This is an optimization exercise on Yosys and OpenROAD, whose aim is small area, not a production implementation. Function was checked by simulation only, so behaviour that the tests miss may differ from the original.

==> flow/design.v <==
module tmds_encoder (
    input clk,
    input rst,
    input [7:0] data_in,
    input c0,
    input c1,
    input de,
    output bit0,
    output reg [9:0] data_out
  );
  reg [7:0] din;
  reg xf;                     
  reg [7:0] q;                
  reg [3:0] cnt;              
  reg xf_d;
  reg [7:0] q_d;
  reg [3:0] n;                
  reg inv;
  reg [3:0] cnt_d;
  integer i;
  assign bit0 = q[0];
  always @* begin
    xf_d = (din[1] + din[2] + din[3] + din[4] + din[5] + din[6] + din[7]) > 3'd3;
    q_d[0] = din[0];
    for (i = 1; i < 8; i = i + 1)
      q_d[i] = q_d[i-1] ^ din[i] ^ xf_d;
    n = q[0] + q[1] + q[2] + q[3] + q[4] + q[5] + q[6] + q[7];
    if (cnt == 4'd0 || n == 4'd4)
      inv = xf;
    else
      inv = cnt[3] == (n < 4'd4);
    if (inv)
      cnt_d = cnt + 4'd4 - n + {3'd0, ~xf};
    else
      cnt_d = cnt + n - 4'd5 + {3'd0, ~xf};
  end
  always @(posedge clk) begin
    din <= data_in;
    xf <= xf_d;
    q <= q_d;
    if (rst) begin
      data_out <= 10'd0;
      cnt <= 4'd0;
    end else if (de) begin
      data_out <= {inv, ~xf, q ^ {8{inv}}};
      cnt <= cnt_d;
    end else begin
      data_out <= {~(c1 ^ c0), ~c0, 8'h54 ^ {8{c0}}};
      cnt <= 4'd0;
    end
  end
endmodule
module hdmi_tx_core (
    input clk,
    input rst,
    input [7:0] red,
    input [7:0] green,
    input [7:0] blue,
    output reg active,
    output reg [10:0] x,
    output reg [9:0] y,
    output [9:0] tmds_red,
    output [9:0] tmds_green,
    output [9:0] tmds_blue
  );
  reg hsync, vsync;
  reg de1, de2;
  wire c0, c1;
  always @* begin
    active = (x < 11'd1280) && (y < 10'd720);
    hsync = (x >= 11'd1290) && (x < 11'd1300);
    vsync = (y >= 10'd730) && (y < 10'd732);
  end
  always @(posedge clk) begin
    if (rst) begin
      x <= 11'd0;
      y <= 10'd0;
    end else begin
      x <= (x == 11'd1666) ? 11'd0 : x + 11'd1;
      if (x == 11'd1666)
        y <= (y == 10'd749) ? 10'd0 : y + 10'd1;
    end
  end
  always @(posedge clk) begin
    de1 <= active;
    de2 <= de1;
  end
  tmds_encoder enc_blue (
    .clk(clk), .rst(rst), .data_in({blue[7:1], active ? blue[0] : hsync}),
    .c0(c0), .c1(c1), .de(de2), .bit0(c0), .data_out(tmds_blue));
  tmds_encoder enc_green (
    .clk(clk), .rst(rst), .data_in({green[7:1], active ? green[0] : vsync}),
    .c0(c0), .c1(c1), .de(de2), .bit0(c1), .data_out(tmds_green));
  tmds_encoder enc_red (
    .clk(clk), .rst(rst), .data_in(red),
    .c0(c0), .c1(c1), .de(de2), .bit0(), .data_out(tmds_red));
endmodule
Settings: LEC_CHECK=0, CAP_MARGIN=20, CORE_MARGIN=2, CORE_UTILIZATION=40, SLEW_MARGIN=20; clock period 5.0 ns.
run.sh (not shown) runs the stock make flow with config.mk's settings and CLKGATE_MAP_FILE= SYNTH_SCRIPT=/design/flow/synth_recipe.tcl, a recipe that flattens the netlist after the stock synthesis.
Change:
--- a/flow/design.v
+++ b/flow/design.v
@@ -5,25 +5,21 @@
     input c0,
     input c1,
     input de,
-    output bit0,
     output reg [9:0] data_out
   );
-  reg [7:0] din;
+  reg [7:0] din1, din2;
+  reg [3:0] cnt;              
   reg xf;                     
-  reg [7:0] q;                
-  reg [3:0] cnt;              
-  reg xf_d;
-  reg [7:0] q_d;
+  reg [7:0] q;
   reg [3:0] n;                
   reg inv;
   reg [3:0] cnt_d;
   integer i;
-  assign bit0 = q[0];
   always @* begin
-    xf_d = (din[1] + din[2] + din[3] + din[4] + din[5] + din[6] + din[7]) > 3'd3;
-    q_d[0] = din[0];
+    xf = (din2[1] + din2[2] + din2[3] + din2[4] + din2[5] + din2[6] + din2[7]) > 3'd3;
+    q[0] = din2[0];
     for (i = 1; i < 8; i = i + 1)
-      q_d[i] = q_d[i-1] ^ din[i] ^ xf_d;
+      q[i] = q[i-1] ^ din2[i] ^ xf;
     n = q[0] + q[1] + q[2] + q[3] + q[4] + q[5] + q[6] + q[7];
     if (cnt == 4'd0 || n == 4'd4)
       inv = xf;
@@ -35,9 +31,8 @@
       cnt_d = cnt + n - 4'd5 + {3'd0, ~xf};
   end
   always @(posedge clk) begin
-    din <= data_in;
-    xf <= xf_d;
-    q <= q_d;
+    din1 <= data_in;
+    din2 <= din1;
     if (rst) begin
       data_out <= 10'd0;
       cnt <= 4'd0;
@@ -64,8 +59,7 @@
     output [9:0] tmds_blue
   );
   reg hsync, vsync;
-  reg de1, de2;
-  wire c0, c1;
+  reg de1, de2, c01, c02, c11, c12;
   always @* begin
     active = (x < 11'd1280) && (y < 10'd720);
     hsync = (x >= 11'd1290) && (x < 11'd1300);
@@ -83,15 +77,19 @@
   end
   always @(posedge clk) begin
     de1 <= active;
+    c01 <= hsync;
+    c11 <= vsync;
     de2 <= de1;
+    c02 <= c01;
+    c12 <= c11;
   end
   tmds_encoder enc_blue (
-    .clk(clk), .rst(rst), .data_in({blue[7:1], active ? blue[0] : hsync}),
-    .c0(c0), .c1(c1), .de(de2), .bit0(c0), .data_out(tmds_blue));
+    .clk(clk), .rst(rst), .data_in(blue),
+    .c0(c02), .c1(c12), .de(de2), .data_out(tmds_blue));
   tmds_encoder enc_green (
-    .clk(clk), .rst(rst), .data_in({green[7:1], active ? green[0] : vsync}),
-    .c0(c0), .c1(c1), .de(de2), .bit0(c1), .data_out(tmds_green));
+    .clk(clk), .rst(rst), .data_in(green),
+    .c0(c02), .c1(c12), .de(de2), .data_out(tmds_green));
   tmds_encoder enc_red (
     .clk(clk), .rst(rst), .data_in(red),
-    .c0(c0), .c1(c1), .de(de2), .bit0(), .data_out(tmds_red));
+    .c0(c02), .c1(c12), .de(de2), .data_out(tmds_red));
 endmodule
Effect: This time the run finished with setup timing left; worst setup slack gets worse by 1700 ps; clock-buffer cell count drops by 1; die area does not change; area after synthesis is unchanged; design area climbs by 17%.

==> re-timing with driven ports <==
The flow's constraints put no driver on any port. The routed layouts listed below were extracted and timed again, unchanged, in two steps. Step 1: set_driving_cell puts a clkbuf_16 on clk and a buf_2 on each other input, an assumption about the parent block. Step 2 times the ports against the registers' clock, not the clock port: input delays grow and output delays shrink by t, the midpoint of the rising clock arrivals with the driver on. a / b / c = no drivers / after step 1 / after step 2; a / b = the first two.
| run | shift t [ns] | setup slack, ns | latest minus earliest clock arrival (ns) | worst register clock-pin slew, ns | worst data-port slew with drivers (ns) |
|---|---|---|---|---|---|
| the first run | 0.454 | 0.599 / 0.599 / 0.599 | 0.006 / 0.006 | 0.05 / 0.05 | 0.05 |
| the second run | 0.453 | -1.109 / -1.109 / -1.109 | 0.012 / 0.013 | 0.06 / 0.06 | 0.04 |
